Source: an optimization exercise on an open RTL-to-GDS flow (aim: a short achievable clock period and few clock cycles). Production flows keep margins and buffers that such runs may drop.
At most, simulation tests tie the RTL to the original design; equivalence was not proved.
Function not checked in runs 2 to 4, 6 and 7: the RTL went through the layout flow alone.
Power and IR drop assume default switching activity.

==> flow/run.sh <==
#!/bin/bash
# synth_recipe.tcl (not shown) runs the flow's synth.tcl, then flattens the netlist and writes it again
# the make line also repeats each setting of config.mk as NAME=value (left out here)
make -C /OpenROAD-flow-scripts/flow DESIGN_CONFIG=/design/flow/config.mk WORK_HOME=/design/flow/orfs CLKGATE_MAP_FILE= SYNTH_SCRIPT=/design/flow/synth_recipe.tcl finish
==> flow/config.mk <==
export PLATFORM = sky130hd
export DESIGN_NAME = main
export DESIGN_NICKNAME = main
export VERILOG_FILES = /design/flow/design.v
export SDC_FILE = /design/flow/constraint.sdc
export NUM_CORES = 4
export LEC_CHECK = 0
export ABC_CLOCK_PERIOD_IN_PS = 1800
export CAP_MARGIN = 20
export CORE_MARGIN = 2
export CORE_UTILIZATION = 40
export GPL_TIMING_DRIVEN = 1
export SETUP_SLACK_MARGIN = 3.6
export SLEW_MARGIN = 20
export TNS_END_PERCENT = 100
==> flow/constraint.sdc <==
create_clock -name core_clock -period 5.5 [get_ports {clk}]
set_input_delay 1.1000 -clock core_clock [delete_from_list [all_inputs] [get_ports {clk}]]
set_output_delay 1.1000 -clock core_clock [all_outputs]
set_load 0.01 [all_outputs]
==> flow/design.v <==
module main(clk, rst, mem_rdata, mem_addr, mem_wdata, mem_we);
	input clk, rst;
	input [15:0] mem_rdata;       
	output [7:0] mem_addr;
	output [7:0] mem_wdata;
	output mem_we;
	reg k_fetch, k_ld, k_st, k_bip;
	reg [7:0] a_oth, a_m;
	reg a_selm;
	reg [7:0] wdata_q;
	reg we_q;
	reg [7:0] fpc_oth, fpc_m;
	reg fpc_selm;
	reg fpc_bip;                       
	reg [2:0] ld_rd;
	reg smc_q;                         
	reg [7:0] smc_a;                   
	reg [63:0] rf;
	reg fz, fc;
	reg [7:0] res_q;                   
	reg [2:0] res_wa;
	reg res_we;
	reg dv;
	reg [15:0] ir;
	reg [7:0] ext_q;                   
	reg [7:0] d_fa;
	reg d_pred;
	reg mE_n, mE_d, mE_m, mR_n, mR_d, mR_m;
	reg v;
	reg [7:0] e_fa;
	reg e_wr, e_setf, e_arith, e_sub, e_and, e_or, e_xor, e_shf, e_passb;
	reg e_ld, e_st, e_bc, e_pred;
	reg [1:0] e_cc;
	reg [2:0] e_rd;
	reg [7:0] e_alt;
	reg [5:0] e_off;
	reg [7:0] opA, opB, opS;
	reg [2:0] iA, iB, iS;
	reg uA, uB, uS;
	reg [2:0] ramt;
	reg [7:0] smask;
	reg [7:0] am_o, ao_o;
	wire [7:0] addr = am_o | ao_o;
	wire [7:0] fpc = fpc_selm ? fpc_m : fpc_oth;
	assign mem_addr = addr;
	assign mem_wdata = wdata_q;
	assign mem_we = we_q;
	wire adv = ~(k_ld | k_st);
	wire exec = v & adv & ~smc_q;
	wire [7:0] A = opA;
	wire [7:0] B = opB;
	wire [7:0] S = opS;
	wire [8:0] sum;
	wire co;
	cla8 alu_add(.a(A), .b(B), .cin(e_sub), .s(sum[7:0]), .co(co));
	assign sum[8] = co;
	wire [7:0] mar = sum[7:0];
	wire [7:0] cz = {A[6:0] | B[6:0], e_sub};
	wire z_add = &(~((A ^ cz) ^ B));
	wire [7:0] rot1 = ramt[0] ? {A[6:0], A[7]} : A;
	wire [7:0] rot2 = ramt[1] ? {rot1[5:0], rot1[7:6]} : rot1;
	wire [7:0] rot4 = ramt[2] ? {rot2[3:0], rot2[7:4]} : rot2;
	wire [7:0] r_oth = ({8{e_and}} & (A & B)) | ({8{e_or}} & (A | B)) | ({8{e_xor}} & (A ^ B)) |
	                   ({8{e_shf}} & rot4 & smask) | ({8{e_passb}} & B);
	wire [7:0] result = e_arith ? sum[7:0] : r_oth;
	wire z_new = e_arith ? z_add : ~|r_oth;
	wire c_new = e_arith & (sum[8] ^ e_sub);
	reg taken_e;
	always @(*)
		case (e_cc)
			2'b00: taken_e = fz;
			2'b01: taken_e = ~fz;
			2'b10: taken_e = fc;
			default: taken_e = ~fc;
		endcase
	wire mispred = exec & e_bc & (taken_e ^ e_pred);
	wire e_mem = exec & (e_ld | e_st);
	wire [15:0] I = ir;
	wire d_alu0 = (I[15:14] == 2'b00);
	wire d_alu1 = (I[15:14] == 2'b01);
	wire d_mem  = (I[15:14] == 2'b10);
	wire d_br   = (I[15:14] == 2'b11);
	wire d_imm  = I[11];
	wire d_mov  = d_alu0 & (I[13:12] == 2'b11) & d_imm;
	wire d_sub  = d_alu0 & (I[13:12] == 2'b01 || I[13:12] == 2'b10);
	wire d_cmp  = d_alu0 & (I[13:12] == 2'b10);
	wire d_logic = d_alu1 & (I[13:11] <= 3'd2);
	wire d_shift = d_alu1 & (I[13:11] >= 3'd3);
	wire d_bl   = d_br & (I[13:12] == 2'b01);
	wire d_bc   = d_br & (I[13:12] == 2'b11);
	wire d_st   = d_mem & ~I[13];
	wire d_wr   = (d_alu0 & ~d_cmp) | d_alu1 | d_bl;
	wire [7:0] d_fa2 = {d_fa[7:1] + 7'd1, d_fa[0]};
	wire [7:0] d_target = {2'b00, I[5:0]};
	wire [7:0] ext = ext_q;
	wire [7:0] rRn = mR_n ? res_q : rf[I[7:5]*8 +: 8];
	wire [7:0] rRd = mR_d ? res_q : rf[I[10:8]*8 +: 8];
	wire [7:0] rRm = mR_m ? res_q : rf[I[2:0]*8 +: 8];
	wire [7:0] vRn = (exec & mE_n) ? result : rRn;
	wire [7:0] vRd = (exec & mE_d) ? result : rRd;
	wire [7:0] vRm = (exec & mE_m) ? result : rRm;
	wire selA_rd = (d_alu0 & d_imm) | d_shift;
	wire selA_0  = d_mem & I[12];
	wire [2:0] d_iA = selA_rd ? I[10:8] : I[7:5];
	wire d_uA = (d_alu0 & ~d_mov) | d_alu1 | (d_mem & ~I[12]);
	wire d_uB = (d_alu0 & ~d_imm) | d_logic;
	wire d_uS = d_st;
	wire bpA = exec & (selA_rd ? mE_d : mE_n) & ~selA_0;
	wire bpB = exec & mE_m & ~d_mem & ~d_br & ~(d_alu0 & d_imm);
	wire bpS = exec & mE_d;
	wire [7:0] rA = selA_rd ? rRd : rRn;
	wire [7:0] oB0 = d_mem ? {2'b00, I[11], I[4:0]} :
	                 d_br  ? d_fa2 :
	                 (d_alu0 & d_imm) ? ext : rRm;
	wire [7:0] oB = d_sub ? ~oB0 : oB0;
	wire [7:0] d_opA = ({8{bpA & e_arith}} & sum[7:0]) | ({8{bpA & ~e_arith}} & r_oth) |
	                   ({8{~bpA & ~selA_0}} & rA);
	wire [7:0] d_opB = ({8{bpB & e_arith & ~d_sub}} & sum[7:0]) | ({8{bpB & e_arith & d_sub}} & ~sum[7:0]) |
	                   ({8{bpB & ~e_arith & ~d_sub}} & r_oth) | ({8{bpB & ~e_arith & d_sub}} & ~r_oth) |
	                   ({8{~bpB}} & oB);
	wire [7:0] d_opS = ({8{bpS & e_arith}} & sum[7:0]) | ({8{bpS & ~e_arith}} & r_oth) | ({8{~bpS}} & rRd);
	wire d_right = (I[13:11] == 3'b100) | (I[13:11] == 3'b110) | (I[13:11] == 3'b111);
	wire d_rotop = (I[13:11] == 3'b011) | (I[13:11] == 3'b100);
	wire [2:0] d_ramt = d_right ? (3'd0 - ext[2:0]) : ext[2:0];
	wire d_zero = d_rotop ? (ext[7:4] != 4'd0) : (ext[7:3] != 5'd0);
	wire d_full = d_rotop & ~ext[3] & (ext[7:4] == 4'd0);
	wire [7:0] d_mask = d_zero ? 8'h00 : d_full ? 8'hFF :
	                    d_right ? (8'hFF >> ext[2:0]) : (8'hFF << ext[2:0]);
	wire [15:0] M = mem_rdata;
	wire f_br = (M[15:14] == 2'b11);
	wire f_bi = f_br & (M[13:12] == 2'b10);
	wire f_bc = f_br & (M[13:12] == 2'b11);
	wire f_pbne = f_bc & (M[11:10] == 2'b01);
	wire f_jump = f_br & ~(M[13] & M[12] & ~f_pbne);    
	function [7:0] inc8;
		input [7:0] x;
		integer k;
		begin
			for (k = 0; k < 8; k = k + 1)
				inc8[k] = x[k] ^ ((x & ((8'd1 << k) - 8'd1)) == ((8'd1 << k) - 8'd1));
		end
	endfunction
	wire [7:0] a_oth2 = {inc8({1'b0, a_oth[7:1]}), a_oth[0]};
	wire [7:0] a_m2 = {inc8({1'b0, a_m[7:1]}), a_m[0]};
	wire [7:0] fa2 = a_selm ? a_m2 : a_oth2;
	wire [7:0] m_a = {M[7:6] & {2{k_bip}}, M[5:0]};
	wire own_selm = (k_fetch & f_jump) | k_bip;
	wire [7:0] own_oth = k_fetch ? fa2 : fpc;
	wire own_bip = k_fetch ? f_bi : (~k_bip & fpc_bip);
	wire next_e_st = adv ? (dv & (ir[15:13] == 3'b100)) : (v & e_st);
	wire hitE = v & ((a_oth == e_fa) | (a_oth == inc8(e_fa)));
	wire hitD = dv & ((a_oth == d_fa) | (a_oth == inc8(d_fa)));
	wire [7:0] ld_data = mem_rdata[7:0];
	wire [7:0] n_oth = rst ? 8'd0 :
	                   ~adv ? fpc :
	                   smc_q ? smc_a :
	                   mispred ? e_alt :
	                   e_mem ? mar : own_oth;
	wire n_selm = ~rst & adv & ~smc_q & ~mispred & ~e_mem & own_selm;
	always @(posedge clk) begin
		a_oth <= n_oth;
		a_selm <= n_selm;
		ao_o <= n_selm ? 8'd0 : n_oth;
		am_o <= n_selm ? m_a : 8'd0;
	end
	integer i;
	always @(posedge clk) begin
		if (rst) begin
			k_fetch <= 1'b1; k_ld <= 1'b0; k_st <= 1'b0; k_bip <= 1'b0;
			smc_q <= 1'b0;
			we_q <= 1'b0;
			v <= 1'b0;
			dv <= 1'b0;
			fpc_bip <= 1'b0;
			res_we <= 1'b0;
			fz <= 1'b0; fc <= 1'b0;
			rf <= {8'd0, 8'd6, 8'd5, 8'd4, 8'd3, 8'd2, 8'd1, 8'd0};
			opA <= 8'd0; opB <= 8'd0; opS <= 8'd0;
			e_arith <= 1'b0; e_sub <= 1'b0; e_and <= 1'b0; e_or <= 1'b0; e_xor <= 1'b0; e_shf <= 1'b0; e_passb <= 1'b0;
			ramt <= 3'd0; smask <= 8'd0;
		end else begin
			if (res_we) begin
				for (i = 0; i < 8; i = i + 1)
					if (res_wa == i) rf[i*8 +: 8] <= res_q;
			end
			res_we <= (exec & e_wr) | k_ld;
			res_wa <= k_ld ? ld_rd : e_rd;
			res_q <= k_ld ? ld_data : result;
			if (exec & e_setf) begin
				fz <= z_new;
				fc <= c_new;
			end
			we_q <= 1'b0;
			a_m <= m_a;
			if (adv) begin
				smc_q <= 1'b0;
				v <= dv & ~mispred;
				e_fa <= d_fa;
				e_wr <= d_wr;
				e_setf <= d_alu0 | d_alu1;
				e_arith <= (d_alu0 & ~d_mov) | d_mem;
				e_sub <= d_sub;
				e_and <= d_alu1 & (I[13:11] == 3'b000);
				e_or  <= d_alu1 & (I[13:11] == 3'b001);
				e_xor <= d_alu1 & (I[13:11] == 3'b010);
				e_shf <= d_shift;
				e_passb <= d_mov | d_bl;
				e_ld <= d_mem & I[13];
				e_st <= d_st;
				e_bc <= d_bc;
				e_pred <= d_pred;
				e_cc <= I[11:10];
				e_rd <= I[10:8];
				e_alt <= d_pred ? d_fa2 : d_target;
				e_off <= {I[11], I[4:0]};
				opA <= d_opA;
				opB <= d_opB;
				opS <= d_opS;
				iA <= d_iA; iB <= I[2:0]; iS <= I[10:8];
				uA <= d_uA; uB <= d_uB; uS <= d_uS;
				ramt <= d_ramt;
				smask <= d_mask;
				dv <= k_fetch & ~mispred;
				ir <= M;
				ext_q <= {3'b000, M[4:0]} << M[7:5];
				d_fa <= addr;
				d_pred <= f_pbne;
				mE_n <= d_wr & (I[10:8] == M[7:5]);
				mE_d <= d_wr & (I[10:8] == M[10:8]);
				mE_m <= d_wr & (I[10:8] == M[2:0]);
				mR_n <= exec & e_wr & (e_rd == M[7:5]);
				mR_d <= exec & e_wr & (e_rd == M[10:8]);
				mR_m <= exec & e_wr & (e_rd == M[2:0]);
				fpc_oth <= own_oth;
				fpc_m <= m_a;
				fpc_selm <= own_selm;
				fpc_bip <= own_bip;
				if (smc_q) begin
					v <= 1'b0;
					dv <= 1'b0;
					k_fetch <= 1'b1; k_ld <= 1'b0; k_st <= 1'b0; k_bip <= 1'b0;
				end else if (mispred) begin
					k_fetch <= 1'b1; k_ld <= 1'b0; k_st <= 1'b0; k_bip <= 1'b0;
				end else if (e_mem) begin
					we_q <= e_st;
					wdata_q <= S;
					ld_rd <= e_rd;
					k_fetch <= 1'b0; k_ld <= e_ld; k_st <= e_st; k_bip <= 1'b0;
				end else begin
					if (own_bip & next_e_st) begin
						k_fetch <= 1'b0; k_ld <= 1'b0; k_st <= 1'b0; k_bip <= 1'b0;
					end else begin
						k_fetch <= ~own_bip; k_ld <= 1'b0; k_st <= 1'b0; k_bip <= own_bip;
					end
				end
			end else begin
				mR_n <= k_ld & (ld_rd == ir[7:5]);
				mR_d <= k_ld & (ld_rd == ir[10:8]);
				mR_m <= k_ld & (ld_rd == ir[2:0]);
				if (k_ld) begin
					if (uA & (iA == ld_rd)) opA <= ld_data;
					if (uB & (iB == ld_rd)) opB <= e_sub ? ~ld_data : ld_data;
					if (uS & (iS == ld_rd)) opS <= ld_data;
				end
				smc_q <= k_st & (hitE | hitD);
				smc_a <= v ? e_fa : d_fa;       
				if (fpc_bip & next_e_st) begin
					k_fetch <= 1'b0; k_ld <= 1'b0; k_st <= 1'b0; k_bip <= 1'b0;
				end else begin
					k_fetch <= ~fpc_bip; k_ld <= 1'b0; k_st <= 1'b0; k_bip <= fpc_bip;
				end
			end
		end
	end
endmodule
module cla8(a, b, cin, s, co);
	input [7:0] a, b;
	input cin;
	output [7:0] s;
	output co;
	wire [7:0] g0 = a & b;
	wire [7:0] t0 = a | b;
	wire [7:0] g1, t1, g2, t2, g3, t3;
	genvar i;
	generate
		for (i = 0; i < 8; i = i + 1) begin : pre
			if (i >= 1) begin : l1
				assign g1[i] = g0[i] | (t0[i] & g0[i-1]);
				assign t1[i] = t0[i] & t0[i-1];
			end else begin : l1z
				assign g1[i] = g0[i];
				assign t1[i] = t0[i];
			end
			if (i >= 2) begin : l2
				assign g2[i] = g1[i] | (t1[i] & g1[i-2]);
				assign t2[i] = t1[i] & t1[i-2];
			end else begin : l2z
				assign g2[i] = g1[i];
				assign t2[i] = t1[i];
			end
			if (i >= 4) begin : l3
				assign g3[i] = g2[i] | (t2[i] & g2[i-4]);
				assign t3[i] = t2[i] & t2[i-4];
			end else begin : l3z
				assign g3[i] = g2[i];
				assign t3[i] = t2[i];
			end
		end
	endgenerate
	wire [8:0] c = {g3 | (t3 & {8{cin}}), cin};
	assign s = (a ^ c[7:0]) ^ b;
	assign co = c[8];
endmodule
==> results_dict.tcl, run 1 <==
set metrics [dict create \
    first_global_vias 13800 \
    area_delta_synth_final_pct 34.4 \
    yosysUniqueCellTypes 91 \
    cts.path.max_buffers 3 \
    yosysWarnings 1 \
    routedWlPerCell_um 25.1 \
    h-tree-depth 1 \
    synth-main-ff-cell "dfxtp_1" \
    synth_area_um2 15800 \
    die-area_um2 41000 \
    grt_antenna_before_repair 3 \
    finalSetupViolations 0 \
    syn_nets 1657 \
    viasPerCell 6.11 \
    path_class "reg2out" \
    fin_nets 1826 \
    final-max-slew-violation-count 0 \
    pin_count 35 \
    start_kind "register" \
    p_per_area_nw_per_um2 275 \
    synth-seq-cells 264 \
    synth.yosys.seq_area_share 0.413 \
    clock_sinks 264 \
    num_vias 14100 \
    crit_fanout 2 \
    min_period_ps 2360 \
    tritoncts "built" \
    cts_root_buf "clkbuf_16" \
    synthMuxAreaShare 0.158 \
    yosys.area.top_type "edfxtp_1" \
    async_flop_share 0 \
    initial_core_util 0.407 \
    cp-end-kind "output port" \
    worstMarginPinSlew_ps 954 \
    synthXorXnorAreaFrac 0.0534 \
    grt_pass1_wl_um 85600 \
    synthTopCellsByArea "edfxtp_1, dfxtp_1, mux4_2" \
    max_freq_mhz 424 \
    synth_edf_count 122 \
    fp.dieW_um 202 \
    ant_nets 0 \
    synth_top_family_by_area "simple AND/OR/NAND/NOR gates" \
    syn_inst 1601 \
    die_y_um 202 \
    syn_area_per_cell_um2 9.84 \
    yosys.cell_count.top_type "nand2_1" \
    period_share 0.429 \
    clk_latency_ps 580 \
    drcViolationCount 0 \
    synthTopCellsByCount "nand2_1, dfxtp_1, edfxtp_1, a21oi_1, mux2i_1" \
    fin_worst_skew_ps 12.8 \
    max_cap_violations 0 \
    gp_congestion 0.938 \
    drive_gt1_frac 0.373 \
    fin_setup_tns_ps 0 \
    cp.arrival_ps 1260 \
    outcome "complete, no violations" \
    clk_pin_slew_ps 60 \
    port_buffers 34 \
    slew_headroom 0.362 \
    hold_path_class "reg2reg" \
    rows 72 \
    globalRouteOverflowTotal 0 \
    cp.required_ps 4400 \
    synth_compound_area_frac 0.143 \
    grt_usage 0.275 \
    cts_buffers 29 \
    synthSimpleGateAreaFrac 0.158 \
    coreArea_um2 38700 \
    dp_hpwl_um 36000 \
    hold_viol_final 0 \
    dr.pass1.iters 5 \
    ir_drop_mv 0.219 \
    final_area_um2 21200 \
    power_leakage_uw 0.00776 \
    r2r_slack_ps 3180 \
    n_fill_cell 3289 \
    rsz0062_at_grt "yes" \
    wl_um 58000 \
    drtIter0Drc 1481 \
    synth_top_area_frac 0.233 \
    placed_area_um2 16800 \
    grt_max_degree 80 \
    synth_fa_ha_area_frac 0.0307 \
]
sequential cells by signal, summed over array words and instances, names as in the netlist, 8 cells and up:
register	cells
rf	64
ir	10
a_m	8
a_oth	8
am_o	8
ao_o	8
d_fa	8
e_alt	8
e_fa	8
ext_q	8
fpc_m	8
fpc_oth	8
opA	8
opB	8
opS	8
res_q	8
smask	8
smc_a	8
wdata_q	8
layout make-up:
cell class / instances / area, µm² / area share
multi-input cells: 1175 / 10200 / 0.484
flip-flops and latches: 264 / 6600 / 0.312
repair buffers: 249 / 2410 / 0.114
clock buffers: 37 / 807 / 0.0381
well taps: 518 / 648 / 0.0306
inverters: 47 / 239 / 0.0113
clock inverters: 17 / 171 / 0.00810
repair inverters: 4 / 53.8 / 0.00254
diodes: 1 / 2.50 / 0.000118
power by group:
part | switching, µW | internal (µW) | total (µW)
Combinational | 739 | 666 | 1400
Clock | 847 | 1180 | 2030
Sequential | 183 | 2200 | 2390
Total | 1770 | 4050 | 5820
timing repair:
action                                  4_1_cts  5_1_grt
hold buffers                                  0        0
pin swaps                                   104       66
endpoints found under the setup margin      222      151
hold endpoints to repair                      0        0
gates resized for setup                     415      108
gates cloned                                  9        1
setup buffers                               145       42
layer usage:
| layer | vias to the layer above | track usage | share of wire |
|---|---|---|---|
| met5 | - | 0 | 0.00012 |
| li1 | 6216 | - | - |
| met2 | 807 | 0.447 | 0.46 |
| met4 | 2 | 0.140 | 0.058 |
| met3 | 221 | 0.0503 | 0.089 |
| met1 | 6883 | 0.351 | 0.39 |
worst paths after layout:
| check | to | start | cells after the start |
|---|---|---|---|
| min | wdata_q[3]$_DFFE_PP_ | opS[3]$_SDFFE_PP0P_ | 0 |
| max reg2reg | opB[6]$_SDFFE_PP0P_ | fpc_m[0]$_DFFE_PP_ | 8 |
| max | mem_addr[6] | ao_o[6]$_SDFF_PP0_ | 2 |
| min reg2reg | wdata_q[3]$_DFFE_PP_ | opS[3]$_SDFFE_PP0P_ | 0 |
cell families (layout without fill, tap and decap cells):
kind of cell             Yosys count  after routing
other                              0              1
flip-flops                       264            264
AO/OA/AOI/OAI                    338            338
AND/OR/NAND/NOR                  527            529
XOR/XNOR                          96             96
buffers and inverters            164            354
multiplexers                     174            174
adder cells (fa/ha/maj)           38             38
critical path, stage by stage, from the launching register on:
cell and delay [ps]:
dfxtp_2 320, or2_4 240, buf_6 120
cells in the final DEF, fill, tap and decap left out, types with 10 or more instances in the layout:
master and count:
nand3_1 36, ha_1 14, dfxtp_1 110, mux2i_1 62, mux4_2 56, nor4_1 10
edfxtp_1 122, buf_2 10, ha_4 18, clkbuf_16 31, or2_4 15, o21ai_0 49
xor2_1 52, and2_1 16, buf_4 144, mux2_4 12, o211ai_1 12, nor2_1 74
inv_1 32, nand2_1 223, o21ai_2 16, buf_6 51, a21oi_2 13, nand4_1 13
dfxtp_2 11, a31oi_1 18, nor2b_1 10, nand2b_1 15, dfxtp_4 21, mux2_2 21
mux2i_2 14, dlygate4sd2_1 10, nor3_1 18, a21oi_1 86, buf_12 19, xnor2_1 36
through the flow:
stage / utilization / power (µW) / worst slack [ps] / instances / hold slack, ps
final: 0.547 / 5820 / 3140 / 2312 / 432
after global routing: 0.547 / 5990 / 3120 / 2312 / 442
after CTS: 0.526 / 5680 / 3140 / 2268 / 434
after global placement: 0.433 / 3330 / 2320 / 2059 / 414
after detailed placement: 0.433 / 3350 / 2300 / 2060 / 417
after floorplan: - / 3040 / 3220 / 1601 / 403
Testbench counts, summed over its fixed seeds: cycles 92,371.
==> inputs of run 2 (changes only) <==
--- a/flow/design.v
+++ b/flow/design.v
@@ -43,5 +43,6 @@
 	wire [7:0] addr = am_o | ao_o;
 	wire [7:0] fpc = fpc_selm ? fpc_m : fpc_oth;
-	assign mem_addr = addr;
+	reg [7:0] addr_o;                  
+	assign mem_addr = addr_o;
 	assign mem_wdata = wdata_q;
 	assign mem_we = we_q;
@@ -163,4 +164,6 @@
 		ao_o <= n_selm ? 8'd0 : n_oth;
 		am_o <= n_selm ? m_a : 8'd0;
+		addr_o <= n_selm ? m_a : n_oth;
+		wdata_q <= S;
 	end
 	integer i;
@@ -244,5 +247,4 @@
 				end else if (e_mem) begin
 					we_q <= e_st;
-					wdata_q <= S;
 					ld_rd <= e_rd;
 					k_fetch <= 1'b0; k_ld <= e_ld; k_st <= e_st; k_bip <= 1'b0;
==> results_dict.tcl, run 2 <==
set metrics [dict create \
    outcome "complete, no violations" \
    cts_buffers 30 \
    grt_max_degree 53 \
    largest_registers "rf x64, ir x10" \
    crit_end "opB[4]$_SDFFE_PP0P_" \
    max_cap_violations 0 \
    startpoint "opA[3]$_SDFFE_PP0P_" \
    area_delta_synth_final_pct 33.5 \
    start_kind "register" \
    hold_buffers 0 \
    layout_common_cells "nand2_1, buf_4, dfxtp_1, edfxtp_1, a21oi_1" \
    synthTopCellsByArea "edfxtp_1, dfxtp_1, mux4_2" \
    grt_antenna_before_repair 0 \
    h-tree-depth 1 \
    largest_register_ffs 64 \
    final_common_cell "nand2_1" \
    final-max-slew-violation-count 0 \
    pwr-share-comb 0.221 \
    setup_slack_ps 3120 \
    pre_cts_ws_ps 2320 \
    drcViolationCount 0 \
    drtIter0Drc 1476 \
    coreArea_um2 37800 \
    cp-end-kind "register" \
    ff2ff_path_depth 9 \
    fp.dieW_um 200 \
    holdPathStages 0 \
    synth_area_um2 15400 \
    slew_headroom 0.370 \
    synth-seq-cells 272 \
    die-area_um2 40000 \
    synthTopCellsByCount "nand2_1, dfxtp_1, a21oi_1, edfxtp_1, nor2_1" \
    rr_startpoint "opA[3]$_SDFFE_PP0P_" \
    yosys.cell_count.top_type "nand2_1" \
    gp_congestion 0.925 \
    synth_edf_count 114 \
    fin_worst_skew_ps 12.0 \
    seq_power_share 0.414 \
    synth-main-ff-cell "dfxtp_1" \
    largest-register "rf" \
    num_vias 13600 \
    clk_latency_ps 590 \
    worstMarginPinSlew_ps 942 \
    multi_input_area_um2 9640 \
    path_class "reg2reg" \
    routedWlPerCell_um 24.4 \
    syn_area_per_cell_um2 9.80 \
    p_sw_frac 0.297 \
    ir_drop_mv 0.259 \
    synth.yosys.seq_area_share 0.428 \
    viasPerCell 6.03 \
    first_global_vias 12900 \
    hold_viol_final 0 \
    cp.required_ps 5970 \
    p_clk_frac 0.365 \
    async_flop_share 0 \
    globalRouteOverflowTotal 0 \
    period_share 0.434 \
    dp_hpwl_um 35000 \
    rows 71 \
    fin_nets 1783 \
    grt_pass1_wl_um 81000 \
    dr.pass1.iters 6 \
    initial_core_util 0.407 \
    crit_fanout 3 \
    cts_root_buf "clkbuf_16" \
    p_per_area_nw_per_um2 288 \
    max_freq_mhz 419 \
    wl_um 55200 \
    min_period_ps 2380 \
    synth_top_area_frac 0.223 \
    pin_count 35 \
    r2r_slack_ps 3120 \
    hold_path_class "reg2reg" \
    n_fill_cell 3248 \
    cts.path.max_buffers 3 \
    internal-power_uw 4160 \
    p_switching_uw 1750 \
    drive_gt1_frac 0.363 \
    cp.arrival_ps 2850 \
    final-seq-area_um2 6690 \
    n_antenna_cell 0 \
    ant_nets 0 \
    yosysWarnings 1 \
    r2r_end "opB[4]$_SDFFE_PP0P_" \
    clk_pin_slew_ps 60 \
    grt_usage 0.263 \
    clock_sinks 272 \
    fin_setup_tns_ps 0 \
    die_y_um 200 \
    finalSetupViolations 0 \
    power_leakage_uw 0.00765 \
    syn_inst 1570 \
    port_buffers 34 \
    yosysUniqueCellTypes 82 \
    syn_nets 1626 \
    rsz0062_at_grt "yes" \
    yosys.area.top_type "edfxtp_1" \
    tritoncts "built" \
]
-- run 2: changes by cell type in the layout (fill, tap and decap cells not counted), sizes merged, moves of 8 or more --
cell    change
a211oi      +8
dfxtp      +16
a31oi      -13
a21oi      +20
edfxtp      -8
xor2        +9
o22ai       +8
buf        -21
-- run 2: kinds of logic after synthesis --
group	synth area share
multiplexers	0.147
XOR/XNOR	0.0626
flip-flops	0.428
adder cells (fa/ha/maj)	0.0314
AND/OR/NAND/NOR	0.150
AO/OA/AOI/OAI	0.140
buffers and inverters	0.0402
-- run 2: per-layer routing --
metal	vias up	track usage	share of wire
li1	6027	-	-
met1	6739	0.353	0.41
met2	727	0.426	0.47
met3	150	0.0438	0.082
met4	0	0.0994	0.038
met5	-	0	0
-- run 2: metrics by stage --
| step | cell area (µm²) | hold WS [ps] | util | instances | total power (µW) |
|---|---|---|---|---|---|
| after floorplan | 15800 | 326 | - | 1570 | 3060 |
| after global placement | 16300 | 346 | 0.433 | 2030 | 3350 |
| after detailed placement | 16300 | 341 | 0.433 | 2030 | 3360 |
| after CTS | 19700 | 347 | 0.521 | 2219 | 5770 |
| after global routing | 20500 | 357 | 0.544 | 2262 | 6090 |
| final | 20500 | 344 | 0.544 | 2262 | 5910 |
-- run 2: layout make-up --
| class | count | share of cell area |
|---|---|---|
| multi-input cells | 1147 | 0.469 |
| flip-flops and latches | 272 | 0.325 |
| repair buffers | 230 | 0.113 |
| clock buffers | 43 | 0.0456 |
| well taps | 511 | 0.0311 |
| inverters | 46 | 0.00956 |
| clock inverters | 13 | 0.00615 |
-- run 2: how the worst min path moves through the flow --
stage	startpoint	end	slack, ps
floorplan	opS[6]$_SDFFE_PP0P_	wdata_q[6]$_DFF_P_	330
global placement	opS[1]$_SDFFE_PP0P_	wdata_q[1]$_DFF_P_	350
detailed placement	opS[1]$_SDFFE_PP0P_	wdata_q[1]$_DFF_P_	340
CTS	opS[1]$_SDFFE_PP0P_	wdata_q[1]$_DFF_P_	350
global route	opS[1]$_SDFFE_PP0P_	wdata_q[1]$_DFF_P_	360
finish	opS[1]$_SDFFE_PP0P_	wdata_q[1]$_DFF_P_	340
-- run 2: what timing repair did --
| action | in CTS | in global routing |
|---|---|---|
| setup endpoints to repair | 226 | 132 |
| cloned | 4 | 0 |
| pin swaps | 88 | 63 |
| setup buffers | 129 | 43 |
| gates resized for setup | 377 | 123 |
-- run 2: critical path, stage by stage (launching register included) --
cell and delay, ps:
dfxtp_4 380, buf_6 120, buf_6 110, mux4_2 460
a32o_2 290, or3_4 350, o31ai_4 100, a2bb2oi_2 220
xor2_1 160, o22ai_1 90
-- run 2: power groups by stage --
stage / sequential, µW / combinational (µW) / clock, µW
after floorplan: 2380 / 675 / 0
after detailed placement: 2510 / 848 / 0
final: 2450 / 1310 / 2160
after global routing: 2460 / 1380 / 2250
after CTS: 2440 / 1150 / 2170
after global placement: 2510 / 836 / 0
==> inputs of run 3 (changes only) <==
--- a/flow/design.v
+++ b/flow/design.v
@@ -38,5 +38,5 @@
 	reg [2:0] iA, iB, iS;
 	reg uA, uB, uS;
-	reg [2:0] ramt;
+	reg [7:0] rsel;
 	reg [7:0] smask;
 	reg [7:0] am_o, ao_o;
@@ -59,7 +59,12 @@
 	wire [7:0] cz = {A[6:0] | B[6:0], e_sub};
 	wire z_add = &(~((A ^ cz) ^ B));
-	wire [7:0] rot1 = ramt[0] ? {A[6:0], A[7]} : A;
-	wire [7:0] rot2 = ramt[1] ? {rot1[5:0], rot1[7:6]} : rot1;
-	wire [7:0] rot4 = ramt[2] ? {rot2[3:0], rot2[7:4]} : rot2;
+	reg [7:0] rot4;
+	integer ri, rj;
+	always @(*)
+		for (ri = 0; ri < 8; ri = ri + 1) begin
+			rot4[ri] = 1'b0;
+			for (rj = 0; rj < 8; rj = rj + 1)
+				rot4[ri] = rot4[ri] | (rsel[rj] & A[(ri - rj + 8) % 8]);
+		end
 	wire [7:0] r_oth = ({8{e_and}} & (A & B)) | ({8{e_or}} & (A | B)) | ({8{e_xor}} & (A ^ B)) |
 	                   ({8{e_shf}} & rot4 & smask) | ({8{e_passb}} & B);
@@ -181,5 +186,5 @@
 			opA <= 8'd0; opB <= 8'd0; opS <= 8'd0;
 			e_arith <= 1'b0; e_sub <= 1'b0; e_and <= 1'b0; e_or <= 1'b0; e_xor <= 1'b0; e_shf <= 1'b0; e_passb <= 1'b0;
-			ramt <= 3'd0; smask <= 8'd0;
+			rsel <= 8'd0; smask <= 8'd0;
 		end else begin
 			if (res_we) begin
@@ -222,5 +227,5 @@
 				iA <= d_iA; iB <= I[2:0]; iS <= I[10:8];
 				uA <= d_uA; uB <= d_uB; uS <= d_uS;
-				ramt <= d_ramt;
+				rsel <= 8'd1 << d_ramt;
 				smask <= d_mask;
 				dv <= k_fetch & ~mispred;
==> results_dict.tcl, run 3 <==
set metrics [dict create \
    drcViolationCount 0 \
    cp_slowest_cell "mux4_2" \
    drtIter0Drc 1530 \
    synth_edf_count 114 \
    layout_common_cells "nand2_1, buf_4, dfxtp_1, edfxtp_1, a21oi_1" \
    max_freq_mhz 413 \
    final-max-slew-violation-count 0 \
    fin_cells 2346 \
    multi_input_area_um2 10000 \
    globalRouteOverflowTotal 0 \
    cts_buffers 31 \
    grt_antenna_before_repair 0 \
    synthTopCellsByCount "nand2_1, dfxtp_1, a21oi_1, edfxtp_1, nor2_1" \
    cp_cell_sequence "buf_12 -> mux4_2 -> mux2i_2 -> a2111oi_1 -> a311oi_1 -> mux2i_1 -> a41oi_1 -> o31ai_1" \
    hold_buffers 0 \
    pin_count 35 \
    synth.yosys.seq_area_share 0.424 \
    path_class "reg2reg" \
    outcome "complete, no violations" \
    hold_viol_final 0 \
    cp_num_buf_inv 1 \
    area_delta_synth_final_pct 35.3 \
    syn_inst 1643 \
    num_vias 14300 \
    synth_area_um2 15800 \
    cp-end-kind "register" \
    drive_gt1_frac 0.359 \
    final_common_cell "nand2_1" \
    synth-main-ff-cell "dfxtp_1" \
    synth-seq-cells 277 \
    hold_path_class "reg2reg" \
    dp_hpwl_um 34400 \
    yosys.area.top_type "edfxtp_1" \
    first_global_vias 13600 \
    ant_nets 0 \
    ir_drop_mv 0.238 \
    finalSetupViolations 0 \
    h-tree-depth 1 \
    routedWlPerCell_um 24.3 \
    grt_max_degree 58 \
    n_fill_cell 3210 \
    cts.path.max_buffers 3 \
    power_leakage_uw 0.00791 \
    coreArea_um2 38800 \
    initial_core_util 0.407 \
    rows 72 \
    period_share 0.441 \
    fin_worst_skew_ps 33.3 \
    syn_nets 1701 \
    crit_fanout 8 \
    wl_um 56900 \
    yosysWarnings 1 \
    worstMarginPinSlew_ps 827 \
    tritoncts "built" \
    die-area_um2 41100 \
    synth_top_area_frac 0.217 \
    clk_pin_slew_ps 70 \
    cp_top_family "multiplexers" \
    min_period_ps 2420 \
    grt_pass1_wl_um 83700 \
    start_kind "register" \
    placedCellCount 2086 \
    clock_sinks 277 \
    synthTopCellsByArea "edfxtp_1, dfxtp_1, nand2_1" \
    yosys.cell_count.top_type "nand2_1" \
    cp.required_ps 5990 \
    slew_headroom 0.447 \
    async_flop_share 0 \
    largest_register_ffs 64 \
    gp_congestion 0.891 \
    fin_nets 1862 \
    largest-register "rf" \
    largest_registers "rf x64, ir x16" \
    cts_root_buf "clkbuf_16" \
    max_cap_violations 0 \
    syn_area_per_cell_um2 9.61 \
    clk_latency_ps 610 \
    yosysUniqueCellTypes 85 \
    dr.pass1.iters 6 \
    n_antenna_cell 0 \
    rsz0062_at_grt "yes" \
    fp.dieW_um 203 \
    final_area_um2 21400 \
    viasPerCell 6.08 \
    grt_usage 0.265 \
    timing.hold.ws_ps 351 \
    fin_setup_tns_ps 0 \
    final-seq-area_um2 6780 \
    max_stage_delay_ps 520 \
    placed_area_um2 16700 \
    cp.arrival_ps 2920 \
    die_y_um 203 \
    port_buffers 34 \
    p_per_area_nw_per_um2 280 \
]
[run 3: changes by cell type after synthesis, sizes merged, moves of 6 or more]
cell	change
nand3	+10
a31oi	+12
mux2i	-18
o21ai	-7
nor2	+9
clkbuf	+19
a22oi	+31
o211ai	-6
and3	-7
nand2b	+7
[run 3: area by class of cell]
type                       count  area share
timing repair buffer         246       0.120
sequential                   277       0.317
inverter                      45      0.0118
multi-input combinational   1199       0.469
clock inverter                16     0.00761
timing repair inverter         4     0.00369
tap                          518      0.0303
clock buffer                  41      0.0405
[run 3: where the power goes]
group	internal, µW	switching [µW]
Clock	1210	910
Sequential	2300	185
Combinational	645	727
Total	4150	1820
[run 3: logic make-up (layout without fill, tap and decap cells)]
family | count (synthesis) | in the layout | share of synthesized area
buf+inv | 172 | 352 | 0.0443
xor+xnor | 107 | 107 | 0.0602
simple gates | 538 | 543 | 0.159
mux | 133 | 133 | 0.127
fa+ha+maj | 40 | 40 | 0.0322
flops | 277 | 277 | 0.424
compound gates | 376 | 376 | 0.154
[run 3: through the flow]
| stage | power (µW) | setup slack [ps] | util |
|---|---|---|---|
| detailed placement | 3400 | 1810 | 0.429 |
| CTS | 5790 | 3120 | 0.518 |
| floorplan | 3110 | 3090 | - |
| finish | 5970 | 3080 | 0.550 |
| global route | 6150 | 3010 | 0.550 |
| global placement | 3390 | 1850 | 0.429 |
[run 3: final timing paths]
kind | start | endpoint | slack, ps | cells after the start
hold reg to reg | opS[6]$_SDFFE_PP0P_ | wdata_q[6]$_DFF_P_ | 350 | 0
setup reg to reg | ir[0]$_DFFE_PP_ | opB[7]$_SDFFE_PP0P_ | 3080 | 8
hold / removal | opS[6]$_SDFFE_PP0P_ | wdata_q[6]$_DFF_P_ | 350 | 0
setup / recovery | ir[0]$_DFFE_PP_ | opB[7]$_SDFFE_PP0P_ | 3080 | 8
[run 3: timing repair]
item / CTS / global route
buffers inserted: 124 / 63
endpoints found under the setup margin: 271 / 180
pin swaps: 104 / 90
gates resized for setup: 394 / 163
cloned: 12 / 4
[run 3: layer usage]
metal  GRT usage  vias to the layer above  wire length [µm]
met4       0.117                        0              3350
li1            -                     6342                 -
met2       0.435                      750             26700
met5           0                        -                 0
met1       0.346                     6965             22100
met3      0.0406                      216              4760
==> inputs of run 4 (changes only) <==
--- a/flow/design.v
+++ b/flow/design.v
@@ -23,4 +23,6 @@
 	reg dv;
 	reg [15:0] ir;
+	reg [7:0] d_fa2_q;                 
+	reg [7:0] oh_n, oh_d, oh_m;        
 	reg [7:0] ext_q;                   
 	reg [7:0] d_fa;
@@ -97,10 +99,20 @@
 	wire d_st   = d_mem & ~I[13];
 	wire d_wr   = (d_alu0 & ~d_cmp) | d_alu1 | d_bl;
-	wire [7:0] d_fa2 = {d_fa[7:1] + 7'd1, d_fa[0]};
+	wire [7:0] d_fa2 = d_fa2_q;
 	wire [7:0] d_target = {2'b00, I[5:0]};
 	wire [7:0] ext = ext_q;
-	wire [7:0] rRn = mR_n ? res_q : rf[I[7:5]*8 +: 8];
-	wire [7:0] rRd = mR_d ? res_q : rf[I[10:8]*8 +: 8];
-	wire [7:0] rRm = mR_m ? res_q : rf[I[2:0]*8 +: 8];
+	function [7:0] rf_read;
+		input [7:0] oh;
+		input [63:0] r;
+		integer k;
+		begin
+			rf_read = 8'd0;
+			for (k = 0; k < 8; k = k + 1)
+				rf_read = rf_read | ({8{oh[k]}} & r[k*8 +: 8]);
+		end
+	endfunction
+	wire [7:0] rRn = mR_n ? res_q : rf_read(oh_n, rf);
+	wire [7:0] rRd = mR_d ? res_q : rf_read(oh_d, rf);
+	wire [7:0] rRm = mR_m ? res_q : rf_read(oh_m, rf);
 	wire [7:0] vRn = (exec & mE_n) ? result : rRn;
 	wire [7:0] vRd = (exec & mE_d) ? result : rRd;
@@ -184,4 +196,6 @@
 			fz <= 1'b0; fc <= 1'b0;
 			rf <= {8'd0, 8'd6, 8'd5, 8'd4, 8'd3, 8'd2, 8'd1, 8'd0};
+			ir <= 16'd0; d_fa <= 8'd0; d_fa2_q <= 8'd0; ext_q <= 8'd0;
+			oh_n <= 8'd0; oh_d <= 8'd0; oh_m <= 8'd0;
 			opA <= 8'd0; opB <= 8'd0; opS <= 8'd0;
 			e_arith <= 1'b0; e_sub <= 1'b0; e_and <= 1'b0; e_or <= 1'b0; e_xor <= 1'b0; e_shf <= 1'b0; e_passb <= 1'b0;
@@ -231,4 +245,8 @@
 				dv <= k_fetch & ~mispred;
 				ir <= M;
+				d_fa2_q <= fa2;
+				oh_n <= 8'd1 << M[7:5];
+				oh_d <= 8'd1 << M[10:8];
+				oh_m <= 8'd1 << M[2:0];
 				ext_q <= {3'b000, M[4:0]} << M[7:5];
 				d_fa <= addr;
==> results_dict.tcl, run 4 <==
set metrics [dict create \
    grt_usage 0.293 \
    viasPerCell 6.25 \
    p_per_area_nw_per_um2 296 \
    drcViolationCount 0 \
    clock_sinks 315 \
    largest_register_ffs 64 \
    ff2ff_path_depth 9 \
    synthTopCellsByArea "dfxtp_1, edfxtp_1, nand2_1" \
    fp.dieW_um 211 \
    synth_edf_count 88 \
    cts_buffers 36 \
    synth.yosys.seq_area_share 0.421 \
    n_fill_cell 3711 \
    met1_usage 0.374 \
    min_period_ps 2350 \
    dp_hpwl_um 40100 \
    die-area_um2 44400 \
    num_vias 16300 \
    yosys.cell_count.top_type "nand2_1" \
    ant_nets 0 \
    largest_registers "rf x64, ir x16" \
    synth-seq-cells 315 \
    synth_area_um2 17100 \
    crit_end "addr_o[7]$_DFF_P_" \
    worstMarginPinSlew_ps 798 \
    die_y_um 211 \
    hold_path_class "reg2reg" \
    r2r_end "addr_o[7]$_DFF_P_" \
    fin_nets 2094 \
    grt_pass1_wl_um 99000 \
    cp.required_ps 5910 \
    coreArea_um2 42000 \
    period_share 0.428 \
    ir_drop_mv 0.215 \
    synth_top_area_frac 0.266 \
    pre_cts_ws_ps 2050 \
    yosysUniqueCellTypes 95 \
    power_leakage_uw 0.00829 \
    startpoint "opA[1]$_SDFFE_PP0P_" \
    yosysWarnings 1 \
    use_met2 0.481 \
    layout_common_cells "nand2_1, dfxtp_1, a21oi_1, buf_4, a22oi_1" \
    synthTopCellsByCount "nand2_1, dfxtp_1, a21oi_1, a22oi_1, clkbuf_1" \
    async_flop_share 0 \
    drtIter0Drc 1833 \
    crit_fanout 4 \
    wl_um 65900 \
    tritoncts "built" \
    h-tree-depth 2 \
    cp.arrival_ps 2770 \
    pin_count 35 \
    rsz0062_at_grt "yes" \
    rr_startpoint "opA[1]$_SDFFE_PP0P_" \
    routedWlPerCell_um 25.3 \
    max_cap_violations 0 \
    initial_core_util 0.406 \
    cts.path.max_buffers 3 \
    finalSetupViolations 0 \
    grt_antenna_before_repair 0 \
    setup_slack_ps 3150 \
    synth-main-ff-cell "dfxtp_1" \
    drive_gt1_frac 0.290 \
    largest-register "rf" \
    area_delta_synth_final_pct 31.0 \
    timing.hold.ws_ps 350 \
    cp-end-kind "register" \
    r2r_slack_ps 3150 \
    dr.pass1.iters 6 \
    final-max-slew-violation-count 0 \
    gp_congestion 0.979 \
    cts_root_buf "clkbuf_16" \
    grt_util_met3 0.0520 \
    syn_nets 1988 \
    final_common_cell "nand2_1" \
    clk_latency_ps 540 \
    start_kind "register" \
    fin_setup_tns_ps 0 \
    busiest_layer "met2" \
    max_freq_mhz 425 \
    clk_pin_slew_ps 60 \
    port_buffers 34 \
    rows 75 \
    syn_area_per_cell_um2 8.85 \
    yosys.area.top_type "dfxtp_1" \
    first_global_vias 15700 \
    slew_headroom 0.464 \
    syn_inst 1931 \
    fin_worst_skew_ps 15.8 \
    grt_max_degree 73 \
    outcome "complete, no violations" \
    path_class "reg2reg" \
    hold_viol_final 0 \
    globalRouteOverflowTotal 0 \
]
[run 4: worst min-delay path by stage]
stage	from	endpoint	slack, ps	depth (start not counted)
3_5_place_dp	opS[1]$_SDFFE_PP0P_	wdata_q[1]$_DFF_P_	350	0
5_1_grt	opS[1]$_SDFFE_PP0P_	wdata_q[1]$_DFF_P_	360	0
2_1_floorplan	opS[7]$_SDFFE_PP0P_	wdata_q[7]$_DFF_P_	330	0
4_1_cts	opS[1]$_SDFFE_PP0P_	wdata_q[1]$_DFF_P_	360	0
3_3_place_gp	opS[4]$_SDFFE_PP0P_	wdata_q[4]$_DFF_P_	340	0
6_report	opS[1]$_SDFFE_PP0P_	wdata_q[1]$_DFF_P_	350	0
[run 4: timing repair]
item                                    in CTS  in global routing
gates resized for setup                    383                 94
buffers inserted                           139                 29
endpoints found under the setup margin     304                148
gates cloned                                17                  0
pin swaps                                   91                 45
hold buffers                                 0                  0
[run 4: cells by family after synthesis]
family	share of synthesized area
AOI/OAI and AO/OA	0.202
xor gates and xnor gates	0.0551
adders and majority gates	0.0290
buffers and inverters	0.0511
DFF	0.421
muxes	0.0663
and+or+nand+nor	0.175
[run 4: area by class of cell]
| class | instances | area [µm²] | area share |
|---|---|---|---|
| repair inverters | 5 | 43.8 | 0.00196 |
| flip-flops and latches | 315 | 7300 | 0.326 |
| multi-input cells | 1398 | 10500 | 0.468 |
| diodes | 1 | 2.50 | 0.000112 |
| inverters | 50 | 259 | 0.0116 |
| clock buffers | 56 | 1110 | 0.0495 |
| clock inverters | 10 | 113 | 0.00503 |
| well taps | 539 | 674 | 0.0301 |
| repair buffers | 231 | 2400 | 0.107 |
[run 4: metrics by stage]
stage,power [µW],instances,area (µm²),util
final,6620,2605,22400,0.532
after global routing,6830,2604,22400,0.532
after CTS,6520,2575,21800,0.518
after detailed placement,3760,2353,18000,0.428
after global placement,3740,2353,18000,0.428
after floorplan,3450,1931,17800,-
[run 4: where the power goes]
group,total (µW),leakage (µW),switching [µW],internal (µW)
clock network,2480,0.000597,997,1490
registers,2770,0.00275,211,2560
logic,1370,0.00494,739,631
[run 4: critical path: stages (launching register included)]
cell and delay, ps:
dfxtp_4 400, inv_4 40, ha_4 160, nor2b_4 140, a211o_1 280, o211ai_1 330
mux2i_4 400, buf_6 170, a311o_1 210, a31oi_1 100
[run 4: per-layer routing]
metal,share of wire,up-vias
met4,0.053,0
met3,0.084,238
met5,0,-
met2,0.46,940
met1,0.40,7879
li1,-,7219
==> inputs of run 5 (changes only) <==
--- a/flow/design.v
+++ b/flow/design.v
@@ -170,16 +170,22 @@
 	wire hitD = dv & ((a_oth == d_fa) | (a_oth == inc8(d_fa)));
 	wire [7:0] ld_data = mem_rdata[7:0];
-	wire [7:0] n_oth = rst ? 8'd0 :
-	                   ~adv ? fpc :
-	                   smc_q ? smc_a :
-	                   mispred ? e_alt :
-	                   e_mem ? mar : own_oth;
-	wire n_selm = ~rst & adv & ~smc_q & ~mispred & ~e_mem & own_selm;
+	wire [7:0] n_oth_e = ~adv ? fpc :
+	                     smc_q ? smc_a :
+	                     mispred ? e_alt : own_oth;
+	wire n_selm = adv & ~smc_q & ~mispred & ~e_mem & own_selm;
 	always @(posedge clk) begin
-		a_oth <= n_oth;
-		a_selm <= n_selm;
-		ao_o <= n_selm ? 8'd0 : n_oth;
-		am_o <= n_selm ? m_a : 8'd0;
-		addr_o <= n_selm ? m_a : n_oth;
+		if (rst) begin
+			a_oth <= 8'd0;
+			a_selm <= 1'b0;
+			ao_o <= 8'd0;
+			am_o <= 8'd0;
+			addr_o <= 8'd0;
+		end else begin
+			a_oth <= e_mem ? mar : n_oth_e;
+			a_selm <= n_selm;
+			ao_o <= e_mem ? mar : (n_selm ? 8'd0 : n_oth_e);
+			am_o <= n_selm ? m_a : 8'd0;
+			addr_o <= e_mem ? mar : (n_selm ? m_a : n_oth_e);
+		end
 		wdata_q <= S;
 	end
==> results_dict.tcl, run 5 <==
set metrics [dict create \
    clk_latency_ps 590 \
    rsz0062_at_grt "yes" \
    grt_antenna_before_repair 0 \
    worstMarginPinSlew_ps 692 \
    timing.hold.ws_ps 354 \
    cp-end-kind "register" \
    min-delay-start "opS[2]$_SDFFE_PP0P_" \
    crit_fanout 3 \
    gp_congestion 0.922 \
    pin_count 35 \
    clock_sinks 315 \
    grt_pass1_wl_um 93800 \
    fp.dieW_um 208 \
    synth.yosys.seq_area_share 0.430 \
    routedWlPerCell_um 25.0 \
    drtIter0Drc 2152 \
    cp_cell_sequence "ha_2 -> and3_4 -> ha_4 -> xor2_1 -> or4_1 -> a2111oi_2 -> o21ai_1 -> a21oi_1" \
    drcViolationCount 0 \
    path_class "reg2reg" \
    dp_hpwl_um 39100 \
    cts_root_buf "clkbuf_16" \
    synth-main-ff-cell "dfxtp_1" \
    cp_slowest_cell "edfxtp_1" \
    cp.required_ps 6010 \
    h-tree-depth 2 \
    dr.pass1.iters 6 \
    clk_pin_slew_ps 70 \
    startpoint "e_fa[0]$_DFFE_PP_" \
    port_buffers 34 \
    wl_um 64700 \
    grt_max_degree 91 \
    slew_headroom 0.538 \
    globalRouteOverflowTotal 0 \
    cp.arrival_ps 2780 \
    setup_slack_ps 3230 \
    yosysUniqueCellTypes 77 \
    initial_core_util 0.408 \
    synth_edf_count 88 \
    area_delta_synth_final_pct 35.3 \
    yosys.area.top_type "dfxtp_1" \
    grt_usage 0.279 \
    pre_cts_ws_ps 1980 \
    cts_buffers 36 \
    max_cap_violations 0 \
    n_antenna_cell 0 \
    syn_inst 1896 \
    fin_setup_tns_ps 0 \
    start_kind "register" \
    num_vias 16100 \
    p_per_area_nw_per_um2 292 \
    finalSetupViolations 0 \
    coreArea_um2 41000 \
    largest_register_ffs 64 \
    min_period_ps 2270 \
    async_flop_share 0 \
    largest_registers "rf x64, ir x16" \
    ant_nets 0 \
    synth_area_um2 16700 \
    yosys.cell_count.top_type "nand2_1" \
    rr_startpoint "e_fa[0]$_DFFE_PP_" \
    n_fill_cell 3440 \
    tritoncts "built" \
    drive_gt1_frac 0.328 \
    yosysWarnings 1 \
    layout_common_cells "nand2_1, dfxtp_1, a21oi_1, nor2_1, a22oi_1" \
    die_y_um 208 \
    synthTopCellsByCount "nand2_1, dfxtp_1, a21oi_1, nor2_1, a22oi_1" \
    die-area_um2 43500 \
    hold_path_class "reg2reg" \
    first_global_vias 14900 \
    final-max-slew-violation-count 0 \
    ir_drop_mv 0.277 \
    hold_viol_final 0 \
    viasPerCell 6.25 \
    syn_nets 1953 \
    max_stage_delay_ps 440 \
    period_share 0.413 \
    power_leakage_uw 0.00814 \
    syn_area_per_cell_um2 8.82 \
    outcome "complete, no violations" \
    hold_buffers 0 \
    synth_top_area_frac 0.272 \
    final_common_cell "nand2_1" \
    cts.path.max_buffers 3 \
    max_freq_mhz 440 \
    synthTopCellsByArea "dfxtp_1, edfxtp_1, a22oi_1" \
    largest-register "rf" \
    rows 74 \
    fin_nets 2079 \
    fin_worst_skew_ps 43.3 \
    synth-seq-cells 315 \
]
-- run 5: layer usage --
metal,track usage,vias to the layer above,share of wire
met5,0,-,0
met1,0.360,7839,0.39
met2,0.461,943,0.47
met3,0.0420,237,0.084
met4,0.125,0,0.056
li1,-,7130,-
-- run 5: final timing paths --
| path | to | slack [ps] | cells past startpoint |
|---|---|---|---|
| worst max register to register | smc_q$_SDFF_PN0_ | 3230 | 8 |
| worst min-delay path | wdata_q[2]$_DFF_P_ | 350 | 0 |
| worst min register to register | wdata_q[2]$_DFF_P_ | 350 | 0 |
| worst max-delay path | smc_q$_SDFF_PN0_ | 3230 | 8 |
-- run 5: timing repair --
item	in CTS	in global routing
gates resized for setup	480	180
pin swaps	94	94
buffers inserted	124	57
endpoints found under the setup margin	273	174
cloned	13	7
-- run 5: metrics by stage --
step / std cells / util / total power [µW] / area [µm²]
finish: 2582 / 0.552 / 6600 / 22600
global route: 2582 / 0.552 / 6800 / 22600
CTS: 2518 / 0.517 / 6370 / 21200
detailed placement: 2315 / 0.426 / 3720 / 17500
global placement: 2315 / 0.426 / 3710 / 17500
floorplan: 1896 / - / 3410 / 17200
-- run 5: cells by family after synthesis --
logic type / count (synthesis) / synth area share
muxes: 100 / 0.0625
buffers and inverters: 212 / 0.0500
AOI/OAI and AO/OA: 491 / 0.195
adders and majority gates: 39 / 0.0296
and+or+nand+nor: 625 / 0.173
DFF: 315 / 0.430
xor gates and xnor gates: 114 / 0.0601
-- run 5: critical path: cells and delay by family (launching register included) --
kind / cells / cell delay (ps)
flops: 1 / 440
xor+xnor: 1 / 160
simple gates: 2 / 620
compound gates: 3 / 520
fa+ha+maj: 2 / 440
-- run 5: cell type report --
| cell class | instances | area (µm²) | area share |
|---|---|---|---|
| Clock buffer | 48 | 1020 | 0.0449 |
| Clock inverter | 18 | 164 | 0.00724 |
| Inverter | 44 | 218 | 0.00962 |
| Multi-Input combinational cell | 1375 | 10600 | 0.470 |
| Sequential cell | 315 | 7330 | 0.324 |
| Tap cell | 532 | 666 | 0.0294 |
| Timing Repair Buffer | 246 | 2570 | 0.114 |
| Timing Repair inverter | 4 | 31.3 | 0.00138 |
-- run 5: power breakdown --
group | internal (µW) | leakage [µW] | switching [µW] | total [µW]
Clock | 1330 | 0.000572 | 1050 | 2380
Sequential | 2560 | 0.00276 | 229 | 2790
Combinational | 670 | 0.00481 | 760 | 1430
Total | 4560 | 0.00814 | 2040 | 6600
Testbench counts of run 5, summed over its fixed seeds: cycles 92,371.
==> inputs of run 6 (changes only) <==
--- a/flow/design.v
+++ b/flow/design.v
@@ -23,4 +23,5 @@
 	reg dv;
 	reg [15:0] ir;
+	reg [7:0] d_fa1, e_fa1;             
 	reg [7:0] d_fa2_q;                 
 	reg [7:0] oh_n, oh_d, oh_m;        
@@ -167,6 +168,6 @@
 	wire own_bip = k_fetch ? f_bi : (~k_bip & fpc_bip);
 	wire next_e_st = adv ? (dv & (ir[15:13] == 3'b100)) : (v & e_st);
-	wire hitE = v & ((a_oth == e_fa) | (a_oth == inc8(e_fa)));
-	wire hitD = dv & ((a_oth == d_fa) | (a_oth == inc8(d_fa)));
+	wire hitE = v & ((a_oth == e_fa) | (a_oth == e_fa1));
+	wire hitD = dv & ((a_oth == d_fa) | (a_oth == d_fa1));
 	wire [7:0] ld_data = mem_rdata[7:0];
 	wire [7:0] n_oth_e = ~adv ? fpc :
@@ -202,4 +203,5 @@
 			fz <= 1'b0; fc <= 1'b0;
 			rf <= {8'd0, 8'd6, 8'd5, 8'd4, 8'd3, 8'd2, 8'd1, 8'd0};
+			res_q <= 8'd0; res_wa <= 3'd0; e_fa <= 8'd0; e_fa1 <= 8'd0; d_fa1 <= 8'd0;
 			ir <= 16'd0; d_fa <= 8'd0; d_fa2_q <= 8'd0; ext_q <= 8'd0;
 			oh_n <= 8'd0; oh_d <= 8'd0; oh_m <= 8'd0;
@@ -225,4 +227,5 @@
 				v <= dv & ~mispred;
 				e_fa <= d_fa;
+				e_fa1 <= d_fa1;
 				e_wr <= d_wr;
 				e_setf <= d_alu0 | d_alu1;
@@ -252,4 +255,5 @@
 				ir <= M;
 				d_fa2_q <= fa2;
+				d_fa1 <= a_selm ? inc8(a_m) : inc8(a_oth);
 				oh_n <= 8'd1 << M[7:5];
 				oh_d <= 8'd1 << M[10:8];
==> results_dict.tcl, run 6 <==
set metrics [dict create \
    outcome "complete, no violations" \
    clk_latency_ps 580 \
    timing.hold.ws_ps 351 \
    ir_drop_mv 0.217 \
    cp.arrival_ps 2740 \
    final_common_cell "nand2_1" \
    placedCellCount 2514 \
    rows 77 \
    max_cap_violations 0 \
    syn_nets 2110 \
    grt_util_met3 0.0462 \
    use_met2 0.467 \
    port_buffers 34 \
    final_util 0.530 \
    routedWlPerCell_um 25.0 \
    async_flop_share 0 \
    grt_usage 0.286 \
    synth-seq-cells 331 \
    min_period_ps 2290 \
    path_class "reg2reg" \
    p_per_area_nw_per_um2 307 \
    final-max-slew-violation-count 0 \
    n_fill_cell 3881 \
    yosys.cell_count.top_type "nand2_1" \
    fin_setup_tns_ps 0 \
    ant_nets 0 \
    period_share 0.417 \
    cp.required_ps 5950 \
    initial_core_util 0.403 \
    grt_antenna_before_repair 0 \
    yosysWarnings 1 \
    h-tree-depth 2 \
    largest_register_ffs 64 \
    cts_buffers 38 \
    synthTopCellsByCount "nand2_1, dfxtp_1, a21oi_1, nor2_1" \
    viasPerCell 6.21 \
    synthTopCellsByArea "dfxtp_1, edfxtp_1, nand2_1" \
    pin_count 35 \
    yosys.area.top_type "dfxtp_1" \
    hold_buffers 0 \
    cts.path.max_buffers 3 \
    cts_root_buf "clkbuf_16" \
    busiest_layer "met2" \
    largest_registers "rf x64, ir x16" \
    clock_sinks 331 \
    drtIter0Drc 2239 \
    multi_input_area_um2 11000 \
    power_leakage_uw 0.00832 \
    fin_nets 2211 \
    grt_max_degree 84 \
    fin_worst_skew_ps 25.8 \
    fp.dieW_um 214 \
    synth-main-ff-cell "dfxtp_1" \
    worstMarginPinSlew_ps 814 \
    synth_area_um2 17700 \
    final-seq-area_um2 7460 \
    hold_path_class "reg2reg" \
    drcViolationCount 0 \
    synth.yosys.seq_area_share 0.413 \
    rsz0062_at_grt "yes" \
    syn_area_per_cell_um2 8.63 \
    n_antenna_cell 0 \
    dr.pass1.iters 7 \
    die-area_um2 46000 \
    fin_cells 2776 \
    num_vias 17200 \
    area_delta_synth_final_pct 31.5 \
    die_y_um 214 \
    finalSetupViolations 0 \
    crit_fanout 7 \
    largest-register "rf" \
    hold_viol_final 0 \
    drive_gt1_frac 0.284 \
    synth_top_area_frac 0.296 \
    yosysUniqueCellTypes 88 \
    clk_pin_slew_ps 60 \
    tritoncts "built" \
    met1_usage 0.368 \
    first_global_vias 16300 \
    globalRouteOverflowTotal 0 \
    start_kind "register" \
    syn_inst 2053 \
    coreArea_um2 43900 \
    grt_pass1_wl_um 102000 \
    dp_hpwl_um 42700 \
    cp-end-kind "register" \
    synth_edf_count 69 \
    gp_congestion 0.944 \
    wl_um 69500 \
    slew_headroom 0.457 \
    p_total_uw 7150 \
    layout_common_cells "nand2_1, dfxtp_1, a21oi_1, nor2_1, buf_4" \
    max_freq_mhz 436 \
]
==> run 6: what timing repair did <==
action                     4_1_cts  5_1_grt
buffers inserted               138       43
pin swaps                       90       65
setup endpoints to repair      255      134
resized for setup              409      156
cloned                           7        4
==> run 6: power by group <==
group,leakage (µW),internal (µW),switching [µW],total [µW]
Combinational,0.00483,740,850,1590
Clock,0.000637,1530,1100,2630
Sequential,0.00285,2670,262,2930
==> run 6: critical path, cell delays in order, from the launching register on <==
cell,delay [ps]
dfxtp_4,390
clkinvlp_4,120
ha_4,170
or3b_4,360
a22oi_2,260
or2_4,220
a311oi_4,90
buf_6,170
buf_6,110
a221o_1,280
==> run 6: layout make-up <==
class / instances / area share
well taps: 592 / 0.0318
repair buffers: 244 / 0.111
inverters: 43 / 0.00994
flip-flops and latches: 331 / 0.320
multi-input cells: 1496 / 0.471
clock inverters: 13 / 0.00575
clock buffers: 57 / 0.0501
==> run 6: cells by family (layout without fill, tap and decap cells) <==
family	after synthesis	count (layout)	share of synthesized area
xor+xnor	120	120	0.0612
compound gates	538	538	0.203
simple gates	696	699	0.183
mux	100	100	0.0586
fa+ha+maj	39	39	0.0280
flops	331	331	0.413
buf+inv	229	357	0.0528
==> run 6: final timing paths <==
kind,slack (ps),cells after the start,endpoint,from
setup / recovery,3210,9,opA[0]$_SDFFE_PP0P_,ir[13]$_SDFFE_PP0N_
hold / removal,350,0,wdata_q[3]$_DFF_P_,opS[3]$_SDFFE_PP0P_
setup reg to reg,3210,9,opA[0]$_SDFFE_PP0P_,ir[13]$_SDFFE_PP0N_
hold reg to reg,350,0,wdata_q[3]$_DFF_P_,opS[3]$_SDFFE_PP0P_
==> run 6: metrics by stage <==
| stage | setup WS [ps] | cell area, µm² |
|---|---|---|
| global route | 3190 | 23300 |
| floorplan | 3320 | 18300 |
| detailed placement | 2240 | 18500 |
| CTS | 3230 | 22200 |
| finish | 3210 | 23300 |
| global placement | 2260 | 18500 |
==> run 6: metal layers <==
metal  up-vias  part of all wire
met5         -                 0
met4         0             0.056
met3       253             0.085
met2      1044              0.46
met1      8338              0.40
li1       7597                 -
==> inputs of run 7 (changes only) <==
--- a/flow/config.mk
+++ b/flow/config.mk
@@ -11,5 +11,5 @@
 export CORE_UTILIZATION = 40
 export GPL_TIMING_DRIVEN = 1
-export SETUP_SLACK_MARGIN = 3.6
+export SETUP_SLACK_MARGIN = 3.3
 export SLEW_MARGIN = 20
 export TNS_END_PERCENT = 100
==> results_dict.tcl, run 7 <==
set metrics [dict create \
    num_vias 16500 \
    cp_top_family "compound AO/OA/AOI/OAI gates" \
    area_delta_synth_final_pct 21.4 \
    initial_core_util 0.403 \
    clk_latency_ps 560 \
    worstMarginPinSlew_ps 971 \
    synth_compound_area_frac 0.203 \
    synth_edf_count 69 \
    yosys.cell_count.top_type "nand2_1" \
    grt_pass1_wl_um 97200 \
    drive_gt1_frac 0.191 \
    cp.required_ps 5940 \
    largest_registers "rf x64, ir x16" \
    layout_common_cells "nand2_1, dfxtp_1, a21oi_1, nor2_1, a22oi_1" \
    max_freq_mhz 444 \
    hold_buffers 0 \
    grt_antenna_before_repair 0 \
    largest_register_ffs 64 \
    final-max-slew-violation-count 0 \
    die_y_um 214 \
    max_cap_violations 0 \
    routedWlPerCell_um 24.3 \
    fin_worst_skew_ps 17.4 \
    rows 77 \
    yosysUniqueCellTypes 88 \
    clk_pin_slew_ps 60 \
    synth_top_area_frac 0.296 \
    synthMuxAreaShare 0.0586 \
    synth.yosys.seq_area_share 0.413 \
    dr.pass1.iters 8 \
    max_stage_delay_ps 520 \
    yosys.area.top_type "dfxtp_1" \
    cp_num_buf_inv 3 \
    rsz0062_at_grt "yes" \
    r2r_end "opA[4]$_SDFFE_PP0P_" \
    ff2ff_path_depth 9 \
    crit_fanout 6 \
    cp.arrival_ps 2690 \
    drtIter0Drc 1953 \
    outcome "complete, no violations" \
    ir_drop_mv 0.211 \
    syn_inst 2053 \
    synthXorXnorAreaFrac 0.0612 \
    cp_cell_sequence "inv_1 -> ha_4 -> nand2b_1 -> a21oi_1 -> o31ai_2 -> a31oi_4 -> buf_4 -> buf_12 -> a221o_1" \
    port_buffers 34 \
    die-area_um2 46000 \
    grt_usage 0.273 \
    cp-end-kind "register" \
    p_per_area_nw_per_um2 323 \
    pin_count 35 \
    final_common_cell "nand2_1" \
    tritoncts "built" \
    synth-main-ff-cell "dfxtp_1" \
    cts_root_buf "clkbuf_16" \
    syn_area_per_cell_um2 8.63 \
    min_period_ps 2250 \
    cts.path.max_buffers 3 \
    globalRouteOverflowTotal 0 \
    fp.dieW_um 214 \
    h-tree-depth 2 \
    start_kind "register" \
    rr_startpoint "opA[2]$_SDFFE_PP0P_" \
    viasPerCell 6.10 \
    synth_fa_ha_area_frac 0.0280 \
    dp_hpwl_um 42100 \
    wl_um 65800 \
    async_flop_share 0 \
    fin_setup_tns_ps 0 \
    hold_path_class "reg2reg" \
    ant_nets 0 \
    crit_end "opA[4]$_SDFFE_PP0P_" \
]
-- run 7: cell counts after synthesis --
Identical to the previous run, type by type.
-- run 7: kinds of logic (layout without fill, tap and decap cells) --
logic type | count (synthesis) | count (layout)
adder cells (fa/ha/maj) | 39 | 39
AO/OA/AOI/OAI | 538 | 538
XOR/XNOR | 120 | 120
buffers and inverters | 229 | 289
multiplexers | 100 | 100
flip-flops | 331 | 331
AND/OR/NAND/NOR | 696 | 697
-- run 7: timing repair --
| item | 4_1_cts | 5_1_grt |
|---|---|---|
| gates cloned | 3 | 5 |
| setup endpoints to repair | 218 | 75 |
| resized for setup | 212 | 109 |
| setup buffers | 60 | 50 |
| pin swaps | 27 | 39 |
-- run 7: layout make-up --
| cell class | instances | area, µm² |
|---|---|---|
| timing repair inverter | 2 | 18.8 |
| clock inverter | 13 | 195 |
| timing repair buffer | 174 | 1650 |
| clock buffer | 57 | 1150 |
| fill | 4117 | 22400 |
| tap | 592 | 741 |
| sequential | 331 | 7410 |
| inverter | 43 | 233 |
| multi-input combinational | 1494 | 10100 |
-- run 7: worst reg2reg max path, cell delays in order, from the launching register on --
cell and delay [ps]:
dfxtp_4 370, inv_1 90, ha_4 180, nand2b_1 110
a21oi_1 100, o31ai_2 520, a31oi_4 160, buf_4 170
buf_12 120, a221o_1 300
-- run 7: worst min path at each step --
stage / depth (start not counted) / from / slack, ps / to
2_1_floorplan: 0 / opS[3]$_SDFFE_PP0P_ / 330 / wdata_q[3]$_DFF_P_
3_3_place_gp: 0 / opS[2]$_SDFFE_PP0P_ / 360 / wdata_q[2]$_DFF_P_
3_5_place_dp: 0 / opS[3]$_SDFFE_PP0P_ / 350 / wdata_q[3]$_DFF_P_
4_1_cts: 0 / opS[3]$_SDFFE_PP0P_ / 360 / wdata_q[3]$_DFF_P_
5_1_grt: 0 / opS[3]$_SDFFE_PP0P_ / 370 / wdata_q[3]$_DFF_P_
6_report: 0 / opS[3]$_SDFFE_PP0P_ / 360 / wdata_q[3]$_DFF_P_
-- run 7: layer usage --
layer	global-route usage	vias up	routed length [µm]	part of all wire
met5	0	-	0	0
met4	0.124	0	3230	0.049
met3	0.0380	183	5000	0.076
met2	0.449	886	30400	0.46
met1	0.356	7953	27100	0.41
li1	-	7475	-	-
-- run 7: report_power, final --
group | internal (µW) | switching, µW | total, µW
Combinational | 577 | 736 | 1310
Clock | 1680 | 1060 | 2740
Sequential | 2660 | 244 | 2910
Total | 4920 | 2040 | 6960
-- run 7: through the flow --
| step | total power (µW) | hold WS [ps] | area [µm²] | worst slack [ps] | std cells |
|---|---|---|---|---|---|
| 5_1_grt | 7190 | 370 | 21500 | 3210 | 2706 |
| 4_1_cts | 6810 | 363 | 20600 | 3240 | 2651 |
| 3_5_place_dp | 3970 | 354 | 18300 | 2050 | 2518 |
| 3_3_place_gp | 3950 | 355 | 18300 | 2100 | 2518 |
| 6_report | 6960 | 362 | 21500 | 3250 | 2706 |
| 2_1_floorplan | 3590 | 326 | 17800 | 3260 | 2053 |

## separate check: timing with driven ports
How much do the figures lean on ideal ports? The routed layouts below were timed once more, with nothing changed but the port constraints.
Step 1 assumes that a clkbuf_16 drives the clock port and a buf_2 every other input.
Step 2, shift: input delay + t, output delay - t, t = (earliest + latest rising clock arrival at the registers) / 2. This alone moves slack from input paths to output paths.
a / b / c = ideal / step 1 / step 2; a / b = the first two.
run	t (ns)	setup slack, ns
run 1	0.627	3.141 / 3.086 / 2.906
run 2	0.639	3.115 / 3.115 / 2.798
run 3	0.653	3.076 / 3.076 / 2.449
run 4	0.589	3.147 / 3.147 / 2.718
run 5	0.617	3.226 / 3.205 / 2.824
run 6	0.623	3.207 / 3.207 / 2.617
run 7	0.611	3.250 / 3.250 / 2.668
After both steps every run listed still meets setup and hold.
